Background: an optimization exercise with open tools, aiming at small area. Do not read the settings as production practice. Function was checked by simulation only, so behaviour that the tests miss may differ from the original. The clock port is modelled as an ideal driver, which makes a skipped or thinned clock tree look cheaper than it is; a real chip needs a root buffer or a tree. No activity file was given, so power comes from the tool's default toggle rates.

==> inputs of run a <==
## dart
module dart(
            game_set_o,
            player_1_done_o,
            player_2_done_o,
            player_1_win_o,
            player_2_win_o,
            player_1_pt_o,
            player_2_pt_o,
            dart_come_i,
            dart_position_x_i,
            dart_position_y_i,
            clk,
            reset
            );
clock: 10.0 ns
lec_check: 0
abc_area: 1
cap_margin: 0
core_margin: 2
core_utilization: 40
gpl_timing_driven: 0
slew_margin: 0
standard.sh (not shown) runs the stock make flow with config.mk's settings and CLKGATE_MAP_FILE= SYNTH_SCRIPT=/design/flow/synth_recipe.tcl, a recipe that flattens the netlist after the stock synthesis.
==> flow/flow/run.sh <==
#!/bin/bash
# Own layout flow: the standard flow (standard.sh, ORFS) with these changes:
#  - synthesis maps with an area-oriented ABC script (flow/abc_area.script) and
#    leaves adders to ABC instead of mapping them to full/half-adder cells first;
#  - port buffers use the smallest buffer cell (buf_1);
#  - the clock is distributed by one clock buffer (flow/clock_buffer.tcl) in place of
#    TritonCTS's tree; the rest of ORFS's CTS step runs unchanged.
# ORFS runs from a copy of its scripts folder that differs only in those two files.
# Each step's full output goes to a log file in this folder.
set -euo pipefail
W=$(pwd)
S="$W/scripts_own"
rm -rf "$S"
cp -r "$FLOW_HOME/scripts" "$S"
cp "$W/flow/abc_area.script" "$S/abc_area.script"
cp "$W/flow/clock_buffer.tcl" "$S/clock_buffer.tcl"
python3 - "$S/cts.tcl" <<'PY'
import sys
p = sys.argv[1]
s = open(p).read()
old = "log_cmd clock_tree_synthesis {*}$cts_args"
assert s.count(old) == 1
open(p, "w").write(s.replace(old, "source $::env(SCRIPTS_DIR)/clock_buffer.tcl"))
PY
bash "$W/standard.sh" "SCRIPTS_DIR=$S" ABC_AREA=1 ADDER_MAP_FILE= synth > "$W/synth.log" 2>&1
bash "$W/standard.sh" "SCRIPTS_DIR=$S" \
  "BUFFER_PORTS_ARGS=-buffer_cell sky130_fd_sc_hd__buf_1" \
  "CLOCK_BUFFER_CELL=sky130_fd_sc_hd__clkbuf_16" \
  finish > "$W/layout.log" 2>&1
test -f "$W/out/final.def"
Other scripts of this flow, unchanged in this note and not shown: flow/flow/abc_area.script, flow/flow/clock_buffer.tcl
==> run b: changes against run a <==
Settings changed: CAP_MARGIN 0 to 20, SLEW_MARGIN 0 to 20.
==> comparison table <==
| item | run b | run a |
|---|---|---|
| Highest clock rate | 132 MHz | 126 MHz |
| Part of the total power dissipated in sequential elements | 34.4% | 34.5% |
| Multi-input combinational area share | 54.2% | 54.3% |
| Status | no timing/DRC/antenna violations | no timing/DRC/antenna violations |
| Startpoint of the lowest-slack hold path | player_2_point[1] | player_1_point[5] |
| Wire length on met3 | 264 um | 221 um |
| GR met2 Demand/Resource | 30.5% | 31.3% |
| Cell area after layout | 2200 sq um | 2190 sq um |
| Filler-free cell count of the finished design | 391 | 390 |
| Final cell utilization of the core | 46.9% | 46.6% |
| Share of the clock period used by the worst path | 75.9% | 79.5% |
| Hold-critical path endpoint | player_2_point[1] | player_1_point[5] |
| Setup slack of the most critical reg-to-reg path | 5.22 ns | 4.76 ns |
| Area after DPL | 2170 sq um | 2160 sq um |
| Relative area change from synthesis to final layout | 13.3% | 12.7% |
| Global-route usage over all layers | 19.0% | 19.0% |
| Power per standard cell area | 244 nW/um^2 | 244 nW/um^2 |
| Sequential fraction of total cell area | 26.4% | 26.5% |
| Crit Path Max Fanout | 10 | 16 |
No run of this note takes its clock network from TritonCTS; it comes from the design's own scripts or RTL.


==> inputs of willow <==
==> flow/design.v <==
`timescale 1ns / 1ps
module dart(
            game_set_o,
            player_1_done_o,
            player_2_done_o,
            player_1_win_o,
            player_2_win_o,
            player_1_pt_o,
            player_2_pt_o,
            dart_come_i,
            dart_position_x_i,
            dart_position_y_i,
            clk,
            reset
            );
localparam [2:0] START       = 3'd0;
localparam [2:0] INITIALIZE  = 3'd1;
localparam [2:0] IDLE        = 3'd2;
localparam [2:0] TOUCH       = 3'd3;
localparam [2:0] COUNT       = 3'd4;
localparam [2:0] PLAYER_DONE = 3'd5;
localparam [2:0] RESULT      = 3'd6;
localparam [2:0] FINISH      = 3'd7;
output              game_set_o;
output              player_1_done_o;
output              player_2_done_o;
output              player_1_win_o;
output              player_2_win_o;
output [8:0]        player_1_pt_o;
output [8:0]        player_2_pt_o;
input               dart_come_i;
input  [7:0]        dart_position_x_i;
input  [7:0]        dart_position_y_i;
input               clk;
input               reset;
reg  [2:0]          state;
reg  [2:0]          next_state;
reg  [8:0]          player_1_point;
reg  [8:0]          player_2_point;
reg  [5:0]          dart_point;
reg  [1:0]          counter;
reg                 who_turn;
genvar gi;
function ge5;
    input [4:0] a;
    input [4:0] b;
    integer i;
    reg g;
    begin
        g = 1'b1;
        for (i = 0; i < 5; i = i + 1) g = (a[i] & ~b[i]) | (~(a[i] ^ b[i]) & g);
        ge5 = g;
    end
endfunction
wire [7:0] px = dart_position_x_i;
wire [7:0] py = dart_position_y_i;
wire on_board = (px[7:5] == 3'd0) && (py[7:5] == 3'd0) && (px[4:0] != 5'd31) && (py[4:0] != 5'd31);
wire [3:0] px_inc = {px[3] ^ (px[2] & px[1] & px[0]), px[2] ^ (px[1] & px[0]), px[1] ^ px[0], ~px[0]};
wire [3:0] py_inc = {py[3] ^ (py[2] & py[1] & py[0]), py[2] ^ (py[1] & py[0]), py[1] ^ py[0], ~py[0]};
wire [3:0] ax = px[4] ? px_inc : ~px[3:0];
wire [3:0] ay = py[4] ? py_inc : ~py[3:0];
wire       right = px[4];      
wire       upper = ~py[4];     
wire lt = ~ge5({1'b0, ax}, {1'b0, ay});       
wire eq = (ax == ay);
wire [3:0] lo = lt ? ax : ay;
wire [3:0] hi = lt ? ay : ax;
wire [1:0] ring_m;
wire rg_n11;
wire rg_n12;
wire rg_n13;
wire rg_n14;
wire rg_n15;
wire rg_n16;
wire rg_n17;
wire rg_n18;
wire rg_n19;
wire rg_n20;
wire rg_n21;
wire rg_n22;
wire rg_n23;
wire rg_n24;
wire rg_n25;
wire rg_n26;
wire rg_n27;
wire rg_n28;
wire rg_n29;
wire rg_n30;
wire rg_n31;
wire rg_n32;
wire rg_n33;
wire rg_n34;
wire rg_n35;
wire rg_n36;
wire rg_n37;
wire rg_n38;
wire rg_n39;
wire rg_n40;
wire rg_n41;
wire rg_n42;
wire rg_n43;
wire rg_n44;
wire rg_n45;
wire rg_n46;
wire rg_n47;
wire rg_n48;
wire rg_n49;
wire rg_n50;
wire rg_n51;
wire rg_n52;
wire rg_n54;
wire rg_n55;
wire rg_n56;
wire rg_n57;
wire rg_n58;
wire rg_n59;
wire rg_n60;
wire rg_n61;
wire rg_n62;
wire rg_n63;
wire rg_n64;
wire rg_n65;
assign rg_n11 = (~lo[0] & ~hi[2]);
assign rg_n12 = (lo[3] & rg_n11);
assign rg_n13 = (hi[3] & hi[2]);
assign rg_n14 = (~hi[0] & rg_n13);
assign rg_n15 = (~lo[1] & rg_n14);
assign rg_n16 = (~rg_n12 & ~rg_n15);
assign rg_n17 = (~hi[1] & ~rg_n16);
assign rg_n18 = (~lo[1] & hi[3]);
assign rg_n19 = (hi[1] & hi[0]);
assign rg_n20 = (lo[0] & rg_n19);
assign rg_n21 = (~hi[2] & rg_n20);
assign rg_n22 = (rg_n18 & ~rg_n21);
assign rg_n23 = (~lo[0] & ~rg_n13);
assign rg_n24 = (~rg_n18 & ~rg_n23);
assign rg_n25 = (lo[3] & ~rg_n24);
assign rg_n26 = (~rg_n22 & rg_n25);
assign rg_n27 = (~rg_n17 & ~rg_n26);
assign rg_n28 = (~lo[2] & ~rg_n27);
assign rg_n29 = (lo[2] & lo[1]);
assign rg_n30 = (~rg_n11 & rg_n29);
assign rg_n31 = (~lo[2] & ~hi[2]);
assign rg_n32 = (~lo[2] & ~lo[1]);
assign rg_n33 = (~lo[0] & rg_n32);
assign rg_n34 = (hi[2] & ~rg_n33);
assign rg_n35 = (~lo[1] & ~lo[0]);
assign rg_n36 = (~rg_n34 & rg_n35);
assign rg_n37 = (~rg_n31 & ~rg_n36);
assign rg_n38 = (~rg_n30 & rg_n37);
assign rg_n39 = (~hi[0] & ~rg_n38);
assign rg_n40 = (~hi[1] & ~rg_n30);
assign rg_n41 = (hi[3] & ~rg_n40);
assign rg_n42 = (~lo[1] & rg_n31);
assign rg_n43 = (~rg_n29 & ~rg_n42);
assign rg_n44 = (~rg_n34 & rg_n43);
assign rg_n45 = (rg_n19 & ~rg_n44);
assign rg_n46 = (~lo[3] & ~rg_n45);
assign rg_n47 = (rg_n41 & rg_n46);
assign rg_n48 = (~rg_n39 & rg_n47);
assign rg_n49 = (~lo[3] & ~hi[3]);
assign rg_n50 = (~rg_n19 & rg_n49);
assign rg_n51 = (rg_n42 & rg_n50);
assign rg_n52 = (~rg_n48 & ~rg_n51);
assign ring_m[1] = ~((~rg_n28 & rg_n52));
assign rg_n54 = (lo[3] & hi[3]);
assign rg_n55 = (rg_n20 & rg_n54);
assign rg_n56 = (~rg_n13 & ~rg_n55);
assign rg_n57 = (hi[1] & ~rg_n33);
assign rg_n58 = (lo[3] & ~rg_n11);
assign rg_n59 = (~rg_n57 & ~rg_n58);
assign rg_n60 = (hi[0] & rg_n29);
assign rg_n61 = (~rg_n19 & ~rg_n60);
assign rg_n62 = (rg_n59 & rg_n61);
assign rg_n63 = (~rg_n56 & ~rg_n62);
assign rg_n64 = (lo[3] & ~rg_n32);
assign rg_n65 = (~rg_n51 & ~rg_n64);
assign ring_m[0] = (~rg_n63 & rg_n65);
wire bull = (hi[3:2] == 2'd0) && !(hi[1] && hi[0]) && !(lo[1] && hi[1]);
wire ob0 = (lo == 4'd0) || (lo == 4'd1 && (hi[3] || hi[2] & hi[1] & hi[0])) || (lo == 4'd2 && hi[3] & hi[2] & (hi[1] | hi[0]));
wire ob1 = ge5({1'b0, hi}, {lo, 1'b0});
reg  [4:0] sector_val;
always @(*) begin
    if (bull)            sector_val = 5'd25;
    else if (lt & ob0)   case ({right, upper}) 2'd0: sector_val = 5'd3; 2'd1: sector_val = 5'd20; 2'd2: sector_val = 5'd3; default: sector_val = 5'd20; endcase
    else if (lt & ob1)   case ({right, upper}) 2'd0: sector_val = 5'd19; 2'd1: sector_val = 5'd5; 2'd2: sector_val = 5'd17; default: sector_val = 5'd1; endcase
    else if (lt)         case ({right, upper}) 2'd0: sector_val = 5'd7; 2'd1: sector_val = 5'd12; 2'd2: sector_val = 5'd2; default: sector_val = 5'd18; endcase
    else if (eq)         case ({right, upper}) 2'd0: sector_val = 5'd16; 2'd1: sector_val = 5'd12; 2'd2: sector_val = 5'd2; default: sector_val = 5'd4; endcase
    else if (~ob1)       case ({right, upper}) 2'd0: sector_val = 5'd16; 2'd1: sector_val = 5'd9; 2'd2: sector_val = 5'd15; default: sector_val = 5'd4; endcase
    else if (~ob0)       case ({right, upper}) 2'd0: sector_val = 5'd8; 2'd1: sector_val = 5'd14; 2'd2: sector_val = 5'd10; default: sector_val = 5'd13; endcase
    else                 case ({right, upper}) 2'd0: sector_val = 5'd11; 2'd1: sector_val = 5'd11; 2'd2: sector_val = 5'd6; default: sector_val = 5'd6; endcase
end
wire [1:0] mult = ring_m & {2{on_board}};
wire [5:0] pa = {6{mult[0]}} & {1'b0, sector_val};
wire [5:0] pb = {6{mult[1]}} & {sector_val, 1'b0};
wire [6:0] pc;
wire [5:0] lookup_point;
assign pc[0] = 1'b0;
generate for (gi = 0; gi < 6; gi = gi + 1) begin : g_mul
    assign lookup_point[gi] = pa[gi] ^ pb[gi] ^ pc[gi];
    assign pc[gi+1] = (pa[gi] & pb[gi]) | ((pa[gi] ^ pb[gi]) & pc[gi]);
end endgenerate
wire p1_win = (player_1_point == 9'd0);
wire p2_win = (player_2_point == 9'd0);
assign player_1_done_o = (state == PLAYER_DONE) && !who_turn;
assign player_2_done_o = (state == PLAYER_DONE) && who_turn;
assign player_1_win_o  = p1_win;
assign player_2_win_o  = p2_win;
assign player_1_pt_o   = player_1_point;
assign player_2_pt_o   = player_2_point;
assign game_set_o      = (state == PLAYER_DONE) && (p1_win || p2_win);
always @(*) begin
    case (state)
        START:       next_state = INITIALIZE;
        INITIALIZE:  next_state = IDLE;
        IDLE:        next_state = dart_come_i ? TOUCH : IDLE;
        TOUCH:       next_state = COUNT;
        COUNT:       next_state = PLAYER_DONE;
        PLAYER_DONE: next_state = (p1_win || p2_win) ? RESULT : IDLE;
        RESULT:      next_state = FINISH;
        default:     next_state = FINISH;
    endcase
end
always @(posedge clk) begin
    if (~reset) state <= START;
    else        state <= next_state;
end
always @(posedge clk) begin
    dart_point <= lookup_point;
end
wire [8:0] cur_point = who_turn ? player_2_point : player_1_point;
wire [8:0] sub_b = {3'd0, dart_point};
wire [9:0] brw;
wire [8:0] diff;
assign brw[0] = 1'b0;
generate for (gi = 0; gi < 9; gi = gi + 1) begin : g_sub
    assign diff[gi]  = cur_point[gi] ^ sub_b[gi] ^ brw[gi];
    assign brw[gi+1] = (~cur_point[gi] & sub_b[gi]) | (~(cur_point[gi] ^ sub_b[gi]) & brw[gi]);
end endgenerate
wire bust = brw[9];
wire init_st = (state == INITIALIZE);
wire ld1 = init_st | ((state == COUNT) & ~who_turn & ~bust);
wire ld2 = init_st | ((state == COUNT) &  who_turn & ~bust);
wire [8:0] new_point = init_st ? 9'd501 : diff;
wire en1 = reset & ld1, hold1 = reset & ~ld1;
wire en2 = reset & ld2, hold2 = reset & ~ld2;
always @(posedge clk) begin
    player_1_point <= ({9{en1}} & new_point) | ({9{hold1}} & player_1_point);
    player_2_point <= ({9{en2}} & new_point) | ({9{hold2}} & player_2_point);
end
always @(posedge clk) begin
    if (~reset)                      counter <= 2'd0;
    else if (state == TOUCH)         counter <= (counter == 2'd2) ? 2'd0 : counter + 2'd1;
    else if (state == COUNT && bust) counter <= 2'd0;
end
always @(posedge clk) begin
    if (~reset)                                       who_turn <= 1'b0;
    else if (state == PLAYER_DONE && counter == 2'd0) who_turn <= ~who_turn;
end
endmodule
==> flow/flow/run.sh <==
#!/bin/bash
# Own layout flow: the standard flow with these changes:
#  - synthesis maps with an area-oriented ABC script (flow/abc_area.script, run by
#    ORFS's unchanged synth scripts from a copy of the scripts folder) and leaves
#    adders to ABC instead of mapping them to full/half-adder cells first;
#  - port buffers use the smallest buffer cell (buf_1);
#  - clock tree synthesis without dummy loads.
# Each step's full output goes to a log file in this folder.
set -euo pipefail
W=$(pwd)
rm -rf "$W/scripts_area"
cp -r "$FLOW_HOME/scripts" "$W/scripts_area"
cp "$W/flow/abc_area.script" "$W/scripts_area/abc_area.script"
bash "$W/standard.sh" "SCRIPTS_DIR=$W/scripts_area" ABC_AREA=1 ADDER_MAP_FILE= synth > "$W/synth.log" 2>&1
bash "$W/standard.sh" \
  "BUFFER_PORTS_ARGS=-buffer_cell sky130_fd_sc_hd__buf_1" \
  "CTS_ARGS=-sink_clustering_enable -repair_clock_nets -dont_use_dummy_load -buf_list sky130_fd_sc_hd__clkbuf_4 -sink_clustering_size 40 -sink_clustering_max_diameter 300" \
  finish > "$W/layout.log" 2>&1
test -f "$W/out/final.def"
==> flow/flow/abc_area.script <==
strash
 ifraig
 dc2
 balance -l
 resub -K 6 -l
 rewrite -l
 resub -K 6 -N 2 -l
 refactor -l
 resub -K 8 -l
 balance -l
 resub -K 8 -N 2 -l
 rewrite -l
 resub -K 10 -l
 rewrite -z -l
 resub -K 10 -N 2 -l
 balance -l
 resub -K 12 -l
 refactor -z -l
 resub -K 12 -N 2 -l
 rewrite -z -l
 balance -l
 dc2
 balance -l
 resub -K 6 -l
 rewrite -l
 resub -K 6 -N 2 -l
 refactor -l
 resub -K 8 -l
 balance -l
 resub -K 8 -N 2 -l
 rewrite -l
 resub -K 10 -l
 rewrite -z -l
 resub -K 10 -N 2 -l
 balance -l
 resub -K 12 -l
 refactor -z -l
 resub -K 12 -N 2 -l
 rewrite -z -l
 balance -l
 dch -f
 amap
==> flow/standard.sh <==
#!/bin/bash
# synth_recipe.tcl (not shown) runs the flow's synth.tcl, then flattens the netlist and writes it again
# the make line also repeats each setting of config.mk as NAME=value (left out here)
make -C /OpenROAD-flow-scripts/flow DESIGN_CONFIG=/design/flow/config.mk WORK_HOME=/design/flow/orfs CLKGATE_MAP_FILE= SYNTH_SCRIPT=/design/flow/synth_recipe.tcl "${@:-finish}"
==> flow/config.mk <==
export PLATFORM = sky130hd
export DESIGN_NAME = dart
export DESIGN_NICKNAME = dart
export VERILOG_FILES = /design/flow/design.v
export SDC_FILE = /design/flow/constraint.sdc
export NUM_CORES = 4
export LEC_CHECK = 0
export ABC_AREA = 1
export CAP_MARGIN = 20
export CORE_MARGIN = 2
export CORE_UTILIZATION = 40
export CTS_BUF_LIST = sky130_fd_sc_hd__clkbuf_4
export CTS_CLUSTER_DIAMETER = 300
export CTS_CLUSTER_SIZE = 40
export SLEW_MARGIN = 20
==> flow/constraint.sdc <==
create_clock -name core_clock -period 10.0 [get_ports {clk}]
set_input_delay 2.0000 -clock core_clock [delete_from_list [all_inputs] [get_ports {clk}]]
set_output_delay 2.0000 -clock core_clock [all_outputs]
set_load 0.01 [all_outputs]
==> lagoon: changes against willow <==
--- a/flow/flow/run.sh
+++ b/flow/flow/run.sh
@@ -2,6 +2,5 @@
 # Own layout flow: the standard flow with these changes:
 #  - synthesis maps with an area-oriented ABC script (flow/abc_area.script, run by
-#    ORFS's unchanged synth scripts from a copy of the scripts folder) and leaves
-#    adders to ABC instead of mapping them to full/half-adder cells first;
+#    ORFS's unchanged synth scripts from a copy of the scripts folder);
 #  - port buffers use the smallest buffer cell (buf_1);
 #  - clock tree synthesis without dummy loads.
@@ -12,5 +11,5 @@
 cp -r "$FLOW_HOME/scripts" "$W/scripts_area"
 cp "$W/flow/abc_area.script" "$W/scripts_area/abc_area.script"
-bash "$W/standard.sh" "SCRIPTS_DIR=$W/scripts_area" ABC_AREA=1 ADDER_MAP_FILE= synth > "$W/synth.log" 2>&1
+bash "$W/standard.sh" "SCRIPTS_DIR=$W/scripts_area" ABC_AREA=1 synth > "$W/synth.log" 2>&1
 bash "$W/standard.sh" \
   "BUFFER_PORTS_ARGS=-buffer_cell sky130_fd_sc_hd__buf_1" \
==> flow/flow/abc_area.script (replaced) <==
strash
&get -n
&fraig -x
&put
scorr
dc2
dretime
strash
&get -n
&dch -f
&nf -R 1000
&put
topo
dnsize -c
==> flow_summary.toml <==
[run_status]
status = "complete, no violations"

[worst_setup_path]
r2r_cells = 16
critPathBufInv = 4

[global_route]
gr-usage-met3 = 0.0249

[timing]
timing.hold.ws_ps = 467
min_period_ps = 7640

[synthesis]
synthXorXnorAreaFrac = 0.0192
synthTopCellsByArea = "dfxtp_1 26%, ha_1 12%, fa_1 7.0%"
syn_avg_cell_area_sq_um = 8.27

[placed_design]
gp_congestion = 0.857
That was lagoon.
==> flow_summary.toml <==
[worst_setup_path]
r2r_cells = 20
critical_path.endpoint = "dart_point[5]"
critPathBufInv = 6

[placed_design]
gp_congestion = 0.931

[synthesis]
synthXorXnorAreaFrac = 0

[layout]
multi_input_area_share = 0.520

[global_route]
grt_pass1_vias = 2144
gr-usage-met3 = 0.0495

[run_status]
status = "complete, no violations"

[job]
cap_violations = 0

[pwr]
power_leader = "combinational cells"

[timing]
timing.hold.ws_ps = 486
That was willow.

what the ideal ports hide:
How much do the figures lean on ideal ports? The routed layouts below were timed once more, with nothing changed but the port constraints. Step 1 assumes that a clkbuf_16 drives the clock port and a buf_2 every other input. Step 2 adds t to the input delays and takes it off the output delays; t is the mean of the earliest and latest rising clock arrival at the registers after step 1. Input paths then give back, and output paths get back, about the clock's delay inside the block. a / b / c = ideal / step 1 / step 2; a / b = the first two.
run | shift t [ns] | setup WS [ns] | slew at the worst register clock pin (ns)
run a | 0.198 | 2.049 / 2.054 / 1.857 | 0.11 / 0.11
run b | 0.198 | 2.415 / 2.418 / 2.221 | 0.11 / 0.11
willow | 0.329 | 2.353 / 2.357 / 2.028 | 0.10 / 0.10
lagoon | 0.334 | 2.365 / 2.371 / 2.037 | 0.09 / 0.09
After both steps every run listed still meets setup and hold. For lagoon, which loses most, drivers alone change the setup slack by +0.006 ns; drivers and shift together by -0.328 ns.
